This design comes from an exercise in tuning for a short achievable clock period and few clock cycles on the open sky130 flow, not from production work.
Only simulation tests tie the RTL to the original design; equivalence was not proved.
No activity file was given, so power comes from the tool's default toggle rates.

==> job 3660 <==
==> flow/design.v <==
`timescale 1ns / 1ps
module CPU(clk,rst,imem_addr,imem_rdata,dmem_addr,dmem_wdata,dmem_we,dmem_rdata);
input clk,rst;
output [31:0]imem_addr;
input [31:0]imem_rdata;
output [31:0]dmem_addr;
output [31:0]dmem_wdata;
output dmem_we;
input [31:0]dmem_rdata;
reg [7:0] fidx;
reg [7:0] ras;
wire stall;
wire redirect;
wire [7:0] redirect_idx;
assign imem_addr = {22'd0, fidx, 2'b00};
wire [31:0] fi = imem_rdata;
wire f_isj   = (fi[31:27] == 5'b00001);               
wire f_isjal = (fi[31:26] == 6'b000011);
wire f_isbne = (fi[31:26] == 6'b000101);
wire f_isjr  = (fi[31:26] == 6'b000000) && (fi[5:0] == 6'b001000);
wire [7:0] finc = fidx + 8'd1;
wire [7:0] fbt  = finc + fi[7:0];
wire [7:0] fpred = f_isj ? fi[7:0] : f_isbne ? fbt : f_isjr ? ras : finc;
reg d_valid;
reg [31:0] d_ins;
reg [7:0] d_idx;
reg [7:0] d_pnext;
always @(posedge clk or posedge rst) begin
  if (rst) begin
    fidx <= 8'd0;
    ras <= 8'd0;
    d_valid <= 1'b0;
  end else if (redirect) begin
    fidx <= redirect_idx;
    d_valid <= 1'b0;
  end else if (!stall) begin
    fidx <= fpred;
    d_valid <= 1'b1;
    if (f_isjal) ras <= finc;
  end
end
always @(posedge clk) begin
  if (!stall) begin
    d_ins <= fi;
    d_idx <= fidx;
    d_pnext <= fpred;
  end
end
wire [5:0] op = d_ins[31:26];
wire [5:0] fn = d_ins[5:0];
wire [4:0] rs = d_ins[25:21];
wire [4:0] rt = d_ins[20:16];
wire [4:0] rd = d_ins[15:11];
wire [15:0] imm = d_ins[15:0];
wire isR    = (op == 6'b000000);
wire i_jr   = isR && (fn == 6'b001000);
wire i_addi = (op == 6'b001000);
wire i_andi = (op == 6'b001100);
wire i_xori = (op == 6'b001110);
wire i_sltiu= (op == 6'b001011);
wire i_lw   = (op == 6'b100011);
wire i_sw   = (op == 6'b101011);
wire i_beq  = (op == 6'b000100);
wire i_bne  = (op == 6'b000101);
wire i_j    = (op == 6'b000010);
wire i_jal  = (op == 6'b000011);
wire i_other = !(isR || i_addi || i_andi || i_xori || i_sltiu || i_lw || i_sw ||
                 i_beq || i_bne || i_j || i_jal);
reg [2:0] aluop;
always @(*) begin
  aluop = 3'b100;
  if (isR) begin
    case (fn)
      6'b100010: aluop = 3'b101;
      6'b100100: aluop = 3'b000;
      6'b100101: aluop = 3'b001;
      6'b100110: aluop = 3'b010;
      6'b100111: aluop = 3'b011;
      6'b101011: aluop = 3'b110;
      6'b000100: aluop = 3'b111;
      default:   aluop = 3'b100;
    endcase
  end else if (i_andi) aluop = 3'b000;
  else if (i_xori) aluop = 3'b010;
  else if (i_sltiu) aluop = 3'b110;
  else if (i_beq || i_bne) aluop = 3'b101;
end
wire d_useimm = i_addi || i_andi || i_xori || i_sltiu || i_lw || i_sw;
wire d_sext   = i_addi || i_lw || i_sw;
wire [31:0] d_immv = {{16{d_sext & imm[15]}}, imm};
wire d_wen = (isR && !i_jr) || i_addi || i_andi || i_xori || i_sltiu || i_lw || i_jal || i_other;
wire [4:0] d_wd = i_jal ? 5'd31 : (i_addi || i_andi || i_xori || i_sltiu || i_lw) ? rt : rd;
wire d_usert = (isR && !i_jr) || i_beq || i_bne || i_sw || i_other;    
wire d_users = !i_j && !i_jal;
reg [31:0] rf [0:31];
wire [31:0] rf_rs = rf[rs];
wire [31:0] rf_rt = rf[rt];
reg e_valid, e_wen, e_load;
reg [4:0] e_wd;
reg m_valid, m_wen, m_load;
reg [4:0] m_wd;
reg [31:0] res_M;
reg w_wen;
reg [4:0] w_wd;
reg [31:0] wb_val;
wire e_hit_s = e_valid && e_wen && (e_wd == rs);
wire e_hit_t = e_valid && e_wen && (e_wd == rt);
wire m_hit_s = m_valid && m_wen && (m_wd == rs);
wire m_hit_t = m_valid && m_wen && (m_wd == rt);
wire w_hit_s = w_wen && (w_wd == rs);
wire w_hit_t = w_wen && (w_wd == rt);
assign stall = d_valid && e_load && ((d_users && e_hit_s) || (d_usert && e_hit_t));
wire [31:0] m_val = m_load ? dmem_rdata : res_M;
wire [31:0] rsv = m_hit_s ? m_val : w_hit_s ? wb_val : rf_rs;
wire [31:0] rtv = m_hit_t ? m_val : w_hit_t ? wb_val : rf_rt;
reg [31:0] A_E, B_E, S_E;
reg fA, fB, fS;
reg [2:0] e_aluop;
reg e_link, e_store, e_beq, e_bne, e_jr, e_jmp, e_predtk;
reg [7:0] e_alt, e_pnext;
reg [25:0] e_tgt;
reg [15:0] e_imm;
wire [7:0] d_inc = d_idx + 8'd1;
wire [7:0] d_bt  = d_inc + imm[7:0];
wire d_go = d_valid && !stall && !redirect;
always @(posedge clk or posedge rst) begin
  if (rst) begin
    e_valid <= 1'b0;
    e_wen <= 1'b0;
    e_load <= 1'b0;
    e_store <= 1'b0;
    e_beq <= 1'b0;
    e_bne <= 1'b0;
    e_jr <= 1'b0;
    e_jmp <= 1'b0;
  end else begin
    e_valid <= d_go;
    e_wen <= d_go && d_wen;
    e_load <= d_go && i_lw;
    e_store <= d_go && i_sw;
    e_beq <= d_go && i_beq;
    e_bne <= d_go && i_bne;
    e_jr <= d_go && i_jr;
    e_jmp <= d_go && (i_j || i_jal);
  end
end
always @(posedge clk) begin
  e_wd <= d_wd;
  e_aluop <= aluop;
  e_link <= i_jal;
  e_predtk <= i_bne;
  e_alt <= i_bne ? d_inc : d_bt;
  e_pnext <= d_pnext;
  e_tgt <= d_ins[25:0];
  e_imm <= imm;
  A_E <= rsv;
  B_E <= d_useimm ? d_immv : rtv;
  S_E <= rtv;
  fA <= e_hit_s;
  fB <= e_hit_t && !d_useimm;
  fS <= e_hit_t;
end
wire [31:0] a = fA ? res_M : A_E;
wire [31:0] b = fB ? res_M : B_E;
wire [31:0] s = fS ? res_M : S_E;
reg [31:0] epc;
wire [31:0] epc4 = epc + 32'd4;
reg [31:0] alu;
always @(*) begin
  case (e_aluop)
    3'b000: alu = a & b;
    3'b001: alu = a | b;
    3'b010: alu = a ^ b;
    3'b011: alu = ~(a ^ b);
    3'b100: alu = a + b;
    3'b101: alu = a - b;
    3'b110: alu = {31'd0, a < b};
    default: alu = (a[31:5] == 27'd0) ? (b << a[4:0]) : 32'd0;
  endcase
end
wire [31:0] e_res = e_link ? epc4 : alu;
wire eq = (a == s);
wire taken = (e_beq && eq) || (e_bne && !eq);
wire br_miss = (e_beq || e_bne) && (taken != e_predtk);
wire jr_miss = e_jr && (a[9:2] != e_pnext);
assign redirect = br_miss || jr_miss;
assign redirect_idx = e_jr ? a[9:2] : e_alt;
wire [31:0] e_bt = epc4 + {14'd0, e_imm, 2'b00};
always @(posedge clk or posedge rst) begin
  if (rst) epc <= 32'd0;
  else if (e_valid) begin
    if (e_jr) epc <= a;
    else if (e_jmp) epc <= {epc4[31:28], e_tgt, 2'b00};
    else if (taken) epc <= e_bt;
    else epc <= epc4;
  end
end
reg [31:0] sd_M;
reg we_M;
always @(posedge clk or posedge rst) begin
  if (rst) begin
    m_valid <= 1'b0;
    m_wen <= 1'b0;
    m_load <= 1'b0;
    we_M <= 1'b0;
  end else begin
    m_valid <= e_valid;
    m_wen <= e_wen;
    m_load <= e_load;
    we_M <= e_store;
  end
end
always @(posedge clk) begin
  m_wd <= e_wd;
  res_M <= e_res;
  sd_M <= s;
end
assign dmem_addr = res_M;
assign dmem_wdata = sd_M;
assign dmem_we = we_M;
always @(posedge clk or posedge rst) begin
  if (rst) w_wen <= 1'b0;
  else w_wen <= m_wen;
end
always @(posedge clk) begin
  w_wd <= m_wd;
  wb_val <= m_val;
end
integer i;
always @(posedge clk or posedge rst) begin
  if (rst) begin
    for (i = 0; i < 32; i = i + 1) rf[i] <= 32'd0;
  end else if (w_wen) begin
    rf[w_wd] <= wb_val;
  end
end
endmodule
==> flow/run.sh <==
#!/bin/bash
# synth_recipe.tcl (not shown) runs the flow's synth.tcl, then flattens the netlist and writes it again
# the make line also repeats each setting of config.mk as NAME=value (left out here)
make -C /OpenROAD-flow-scripts/flow DESIGN_CONFIG=/design/flow/config.mk WORK_HOME=/design/flow/orfs CLKGATE_MAP_FILE= SYNTH_SCRIPT=/design/flow/synth_recipe.tcl finish
==> flow/config.mk <==
export PLATFORM = sky130hd
export DESIGN_NAME = CPU
export DESIGN_NICKNAME = CPU
export VERILOG_FILES = /design/flow/design.v
export SDC_FILE = /design/flow/constraint.sdc
export NUM_CORES = 4
export LEC_CHECK = 0
export ABC_CLOCK_PERIOD_IN_PS = 2500
export CAP_MARGIN = 20
export CORE_MARGIN = 2
export CORE_UTILIZATION = 40
export SETUP_SLACK_MARGIN = 5
export SLEW_MARGIN = 20
==> flow/constraint.sdc <==
create_clock -name core_clock -period 12.0 [get_ports {clk}]
set_input_delay 2.4000 -clock core_clock [delete_from_list [all_inputs] [get_ports {clk}]]
set_output_delay 2.4000 -clock core_clock [all_outputs]
set_load 0.01 [all_outputs]
==> inputs of job 5156, as changes to job 3660 <==
--- a/flow/design.v
+++ b/flow/design.v
@@ -7,20 +7,39 @@
 output [31:0]dmem_wdata;
 output dmem_we;
 input [31:0]dmem_rdata;
+function [32:0] ks_add;
+  input [31:0] x, y;
+  input ci;
+  reg [31:0] g, p, gn, pn;
+  integer k, d;
+  begin
+    g = x & y;
+    p = x ^ y;
+    g[0] = g[0] | (p[0] & ci);
+    for (d = 1; d < 32; d = d * 2) begin
+      gn = g; pn = p;
+      for (k = d; k < 32; k = k + 1) begin
+        gn[k] = g[k] | (p[k] & g[k-d]);
+        pn[k] = p[k] & p[k-d];
+      end
+      g = gn; p = pn;
+    end
+    ks_add[0] = x[0] ^ y[0] ^ ci;
+    for (k = 1; k < 32; k = k + 1) ks_add[k] = x[k] ^ y[k] ^ g[k-1];
+    ks_add[32] = g[31];
+  end
+endfunction
 reg [7:0] fidx;
 reg [7:0] ras;
 wire stall;
 wire redirect;
 wire [7:0] redirect_idx;
-assign imem_addr = {22'd0, fidx, 2'b00};
+reg [7:0] fidx_o;
+assign imem_addr = {22'd0, fidx_o, 2'b00};
 wire [31:0] fi = imem_rdata;
-wire f_isj   = (fi[31:27] == 5'b00001);               
-wire f_isjal = (fi[31:26] == 6'b000011);
-wire f_isbne = (fi[31:26] == 6'b000101);
-wire f_isjr  = (fi[31:26] == 6'b000000) && (fi[5:0] == 6'b001000);
-wire [7:0] finc = fidx + 8'd1;
-wire [7:0] fbt  = finc + fi[7:0];
-wire [7:0] fpred = f_isj ? fi[7:0] : f_isbne ? fbt : f_isjr ? ras : finc;
+wire [7:0] finc, fpred, fnext, fnext_o;
+wire f_isjal;
+PC u_fnext(fi, fidx, ras, redirect, redirect_idx, stall, rst, fnext, fnext_o, fpred, finc, f_isjal);
 reg d_valid;
 reg [31:0] d_ins;
 reg [7:0] d_idx;
@@ -30,20 +49,22 @@
     fidx <= 8'd0;
     ras <= 8'd0;
     d_valid <= 1'b0;
-  end else if (redirect) begin
-    fidx <= redirect_idx;
-    d_valid <= 1'b0;
-  end else if (!stall) begin
-    fidx <= fpred;
-    d_valid <= 1'b1;
-    if (f_isjal) ras <= finc;
-  end
-end
-always @(posedge clk) begin
+  end else begin
+    fidx <= fnext;
+    if (redirect) begin
+      d_valid <= 1'b0;
+    end else if (!stall) begin
+      d_valid <= 1'b1;
+      if (f_isjal) ras <= finc;
+    end
+  end
+end
+always @(posedge clk) begin
+  fidx_o <= fnext_o;
   if (!stall) begin
     d_ins <= fi;
     d_idx <= fidx;
-    d_pnext <= fpred;
+    d_pnext <= ras;    
   end
 end
 wire [5:0] op = d_ins[31:26];
@@ -111,15 +132,17 @@
 wire w_hit_t = w_wen && (w_wd == rt);
 assign stall = d_valid && e_load && ((d_users && e_hit_s) || (d_usert && e_hit_t));
 wire [31:0] m_val = m_load ? dmem_rdata : res_M;
-wire [31:0] rsv = m_hit_s ? m_val : w_hit_s ? wb_val : rf_rs;
-wire [31:0] rtv = m_hit_t ? m_val : w_hit_t ? wb_val : rf_rt;
+wire [31:0] rsv_r = (m_hit_s && !m_load) ? res_M : w_hit_s ? wb_val : rf_rs;
+wire [31:0] rtv_r = (m_hit_t && !m_load) ? res_M : w_hit_t ? wb_val : rf_rt;
+wire ld_s = m_hit_s && m_load;
+wire ld_t = m_hit_t && m_load;
 reg [31:0] A_E, B_E, S_E;
-reg fA, fB, fS;
-reg [2:0] e_aluop;
-reg e_link, e_store, e_beq, e_bne, e_jr, e_jmp, e_predtk;
+reg s_and, s_or, s_xor, s_xnor, s_add, s_sub, s_slt, s_sll, s_link;
+wire [31:0] e_res;
+reg e_store, e_beq, e_bne, e_jr, e_jmp, e_predtk;
 reg [7:0] e_alt, e_pnext;
 reg [25:0] e_tgt;
-reg [15:0] e_imm;
+reg [31:0] e_boff;
 wire [7:0] d_inc = d_idx + 8'd1;
 wire [7:0] d_bt  = d_inc + imm[7:0];
 wire d_go = d_valid && !stall && !redirect;
@@ -146,46 +169,50 @@
 end
 always @(posedge clk) begin
   e_wd <= d_wd;
-  e_aluop <= aluop;
-  e_link <= i_jal;
+  s_and  <= !i_jal && aluop == 3'b000;
+  s_or   <= !i_jal && aluop == 3'b001;
+  s_xor  <= !i_jal && aluop == 3'b010;
+  s_xnor <= !i_jal && aluop == 3'b011;
+  s_add  <= !i_jal && aluop == 3'b100;
+  s_sub  <= !i_jal && aluop == 3'b101;
+  s_slt  <= !i_jal && aluop == 3'b110;
+  s_sll  <= !i_jal && aluop == 3'b111;
+  s_link <= i_jal;
   e_predtk <= i_bne;
   e_alt <= i_bne ? d_inc : d_bt;
   e_pnext <= d_pnext;
   e_tgt <= d_ins[25:0];
-  e_imm <= imm;
-  A_E <= rsv;
-  B_E <= d_useimm ? d_immv : rtv;
-  S_E <= rtv;
-  fA <= e_hit_s;
-  fB <= e_hit_t && !d_useimm;
-  fS <= e_hit_t;
-end
-wire [31:0] a = fA ? res_M : A_E;
-wire [31:0] b = fB ? res_M : B_E;
-wire [31:0] s = fS ? res_M : S_E;
+  A_E <= e_hit_s ? e_res : ld_s ? dmem_rdata : rsv_r;
+  B_E <= (e_hit_t && !d_useimm) ? e_res : (ld_t && !d_useimm) ? dmem_rdata : d_useimm ? d_immv : rtv_r;
+  S_E <= e_hit_t ? e_res : ld_t ? dmem_rdata : rtv_r;
+  e_boff <= {14'd0, imm, 2'b00} + 32'd4;
+end
+wire [31:0] a = A_E;
+wire [31:0] b = B_E;
+wire [31:0] s = S_E;
 reg [31:0] epc;
 wire [31:0] epc4 = epc + 32'd4;
-reg [31:0] alu;
-always @(*) begin
-  case (e_aluop)
-    3'b000: alu = a & b;
-    3'b001: alu = a | b;
-    3'b010: alu = a ^ b;
-    3'b011: alu = ~(a ^ b);
-    3'b100: alu = a + b;
-    3'b101: alu = a - b;
-    3'b110: alu = {31'd0, a < b};
-    default: alu = (a[31:5] == 27'd0) ? (b << a[4:0]) : 32'd0;
-  endcase
-end
-wire [31:0] e_res = e_link ? epc4 : alu;
+wire [32:0] e_sum = ks_add(a, b, 1'b0);
+wire [32:0] e_dif = ks_add(a, ~b, 1'b1);
+wire e_lt = !e_dif[32];
+wire [31:0] e_shl = (a[31:5] == 27'd0) ? (b << a[4:0]) : 32'd0;
+wire [31:0] alu = ({32{s_and}} & (a & b)) |
+                  ({32{s_or}}  & (a | b)) |
+                  ({32{s_xor}} & (a ^ b)) |
+                  ({32{s_xnor}} & ~(a ^ b)) |
+                  ({32{s_add}} & e_sum[31:0]) |
+                  ({32{s_sub}} & e_dif[31:0]) |
+                  ({32{s_slt}} & {31'd0, e_lt}) |
+                  ({32{s_sll}} & e_shl) |
+                  ({32{s_link}} & epc4);
+assign e_res = alu;
 wire eq = (a == s);
 wire taken = (e_beq && eq) || (e_bne && !eq);
 wire br_miss = (e_beq || e_bne) && (taken != e_predtk);
 wire jr_miss = e_jr && (a[9:2] != e_pnext);
 assign redirect = br_miss || jr_miss;
 assign redirect_idx = e_jr ? a[9:2] : e_alt;
-wire [31:0] e_bt = epc4 + {14'd0, e_imm, 2'b00};
+wire [31:0] e_bt = epc + e_boff;
 always @(posedge clk or posedge rst) begin
   if (rst) epc <= 32'd0;
   else if (e_valid) begin
@@ -196,26 +223,27 @@
   end
 end
 reg [31:0] sd_M;
-reg we_M;
+reg [31:0] da_M;    
+reg we_M;           
 always @(posedge clk or posedge rst) begin
   if (rst) begin
     m_valid <= 1'b0;
     m_wen <= 1'b0;
     m_load <= 1'b0;
-    we_M <= 1'b0;
   end else begin
     m_valid <= e_valid;
     m_wen <= e_wen;
     m_load <= e_load;
-    we_M <= e_store;
   end
 end
 always @(posedge clk) begin
   m_wd <= e_wd;
   res_M <= e_res;
   sd_M <= s;
-end
-assign dmem_addr = res_M;
+  da_M <= e_sum[31:0];
+  we_M <= e_store && !rst;
+end
+assign dmem_addr = da_M;
 assign dmem_wdata = sd_M;
 assign dmem_we = we_M;
 always @(posedge clk or posedge rst) begin
@@ -235,3 +263,26 @@
   end
 end
 endmodule
+`timescale 1ns / 1ps
+module PC(fi, fidx, ras, redirect, redirect_idx, stall, rst, fnext, fnext_o, fpred, finc, f_isjal);
+input [31:0] fi;
+input [7:0] fidx, ras, redirect_idx;
+input redirect, stall, rst;
+output [7:0] fnext, fnext_o, fpred, finc;
+output f_isjal;
+wire f_isj   = (fi[31:27] == 5'b00001);               
+assign f_isjal = (fi[31:26] == 6'b000011);
+wire f_isbne = (fi[31:26] == 6'b000101);
+wire f_isjr  = (fi[31:26] == 6'b000000) && (fi[5:0] == 6'b001000);
+assign finc = fidx + 8'd1;
+wire [7:0] fbt = finc + fi[7:0];
+wire f_seq = !(f_isj || f_isbne || f_isjr);
+assign fpred = ({8{f_isj}} & fi[7:0]) | ({8{f_isbne}} & fbt) |
+               ({8{f_isjr}} & ras) | ({8{f_seq}} & finc);
+wire f_go = !redirect && !stall;
+wire f_hold = !redirect && stall;
+assign fnext = ({8{redirect}} & redirect_idx) | ({8{f_hold}} & fidx) |
+               ({8{f_go && f_isj}} & fi[7:0]) | ({8{f_go && f_isbne}} & fbt) |
+               ({8{f_go && f_isjr}} & ras) | ({8{f_go && f_seq}} & finc);
+assign fnext_o = rst ? 8'd0 : fnext;
+endmodule
==> flow/flow/run.sh (new file) <==
#!/bin/bash
# Own layout flow: the standard flow (standard synthesis, same constraints and
# clock period), with a larger setup-slack target for timing repair, port buffers
# of a plain buffer cell, and sizing not restricted to the same cell footprint.
set -euo pipefail
sed 's|"\${@:-finish}"|SETUP_SLACK_MARGIN=9 MATCH_CELL_FOOTPRINT=0 BUFFER_PORTS_ARGS="-buffer_cell sky130_fd_sc_hd__buf_4" "${@:-finish}"|' standard.sh > own_standard.sh
grep -q 'SETUP_SLACK_MARGIN=9' own_standard.sh
bash own_standard.sh finish > own_flow_make.log 2>&1
==> flow/standard.sh (new file) <==
#!/bin/bash
# synth_recipe.tcl (not shown) runs the flow's synth.tcl, then flattens the netlist and writes it again
# the make line also repeats each setting of config.mk as NAME=value (left out here)
make -C /OpenROAD-flow-scripts/flow DESIGN_CONFIG=/design/flow/config.mk WORK_HOME=/design/flow/orfs CLKGATE_MAP_FILE= SYNTH_SCRIPT=/design/flow/synth_recipe.tcl "${@:-finish}"
ABC_CLOCK_PERIOD_IN_PS = not set   (was 2500)
CTS_CLUSTER_DIAMETER = 100   (was not set)
CTS_CLUSTER_SIZE = 20   (was not set)
PLACE_DENSITY = 0.45   (was not set)
SETUP_SLACK_MARGIN = not set   (was 5)
SYNTH_HIERARCHICAL = 1   (was not set)
SYNTH_MINIMUM_KEEP_SIZE = 0   (was not set)
removed: flow/run.sh
==> key figures <==
Final layout
  • Fill cell count: 17300
  • Most frequent cells in the layout: dfrtp_1, mux2_2, a22oi_1, buf_4, nand2_1
  • Buffers, non-clock: 1021
  • Most common cell after layout, fill and taps aside: dfrtp_1

GRT
  • Global-route wire length before repair: around 600000 µm
  • Met3 capacity usage during global routing: 14.2%
  • Met1 usage: 53.7%

Power and ir drop
  • Clk. pwr: 3410 µW

Run status
  • Status: timing/DRC/antenna clean

Floorplan
  • Die width: 443 µm
  • Rows: 161
  • # Taps: 2526
  • Initial Util: 40.2%
  • Die ar.: 197000 µm²

Timing
  • Fmax: 0.275 GHz

Synthesis
  • Ys Warns: 8

Route
  • Detailed Route WL: 453000 µm
the above is filed under job 5156

==> key figures <==
Critical path
  • Type of origin of the critical path: register

Route
  • Detailed Route WL: 375000 µm

Floorplan
  • Die ar.: 190000 µm²
  • Initial Util: roughly two fifths
  • # Taps: roughly 2500
  • Die width: 435 µm
  • Rows: approximately 160

Final layout
  • Fill cell count: 17300
  • Most frequent cells in the layout: mux2_2, dfrtp_1, a22oi_1, nand2_1, a21oi_1
  • Buffers, non-clock: around 330

Run status
  • Status: timing/DRC/antenna clean

GRT
  • Initial antenna violation count: 21
  • Global-route wire length before repair: 515000 µm
  • Met1 usage: 47.8%

Synthesis
  • Post-synth EDFFs: between 40 and 50
  • Ys Warns: 2

Timing
  • Fmax: 0.180 GHz

Power and ir drop
  • Clk. pwr: 5140 µW

CTS
  • Hold bufs inserted after CTS: 0
the above is filed under job 3660

Testbench counts of job 3660, summed over its fixed seeds: cycles 28,452.
Testbench counts of job 5156, summed over its fixed seeds: cycles 28,452.

==> what the ideal ports hide <==
No port has a modelled driver above. Below, the same layouts with a new extraction and two added sets of constraints. Step 1 sets driving cells, clkbuf_16 on the clock port and buf_2 on the other inputs (assumed; they add their load-dependent delay and slew). Step 2 moves the port delays by t, midway between the first and last clock arrival at a register: inputs arrive t later, outputs are due t later. That takes back most of the time a late clock gives input paths. Three values: no drivers, after step 1, after step 2; two values: the first two.
| run | t, ns | setup WS [ns] | worst setup path at the end | slew at the worst register clock pin (ns) | worst slew at a driven data input, ns |
|---|---|---|---|---|---|
| job 3660 | 0.908 | 6.459 / 6.459 / 6.459 | register to register | 0.07 / 0.07 | 0.14 |
| job 5156 | 0.875 | 8.363 / 8.273 / 7.752 | input to register | 0.10 / 0.10 | 0.08 |
After both steps every run listed still meets setup and hold. For job 5156, which loses most, drivers alone change the setup slack by -0.090 ns; drivers and shift together by -0.611 ns.
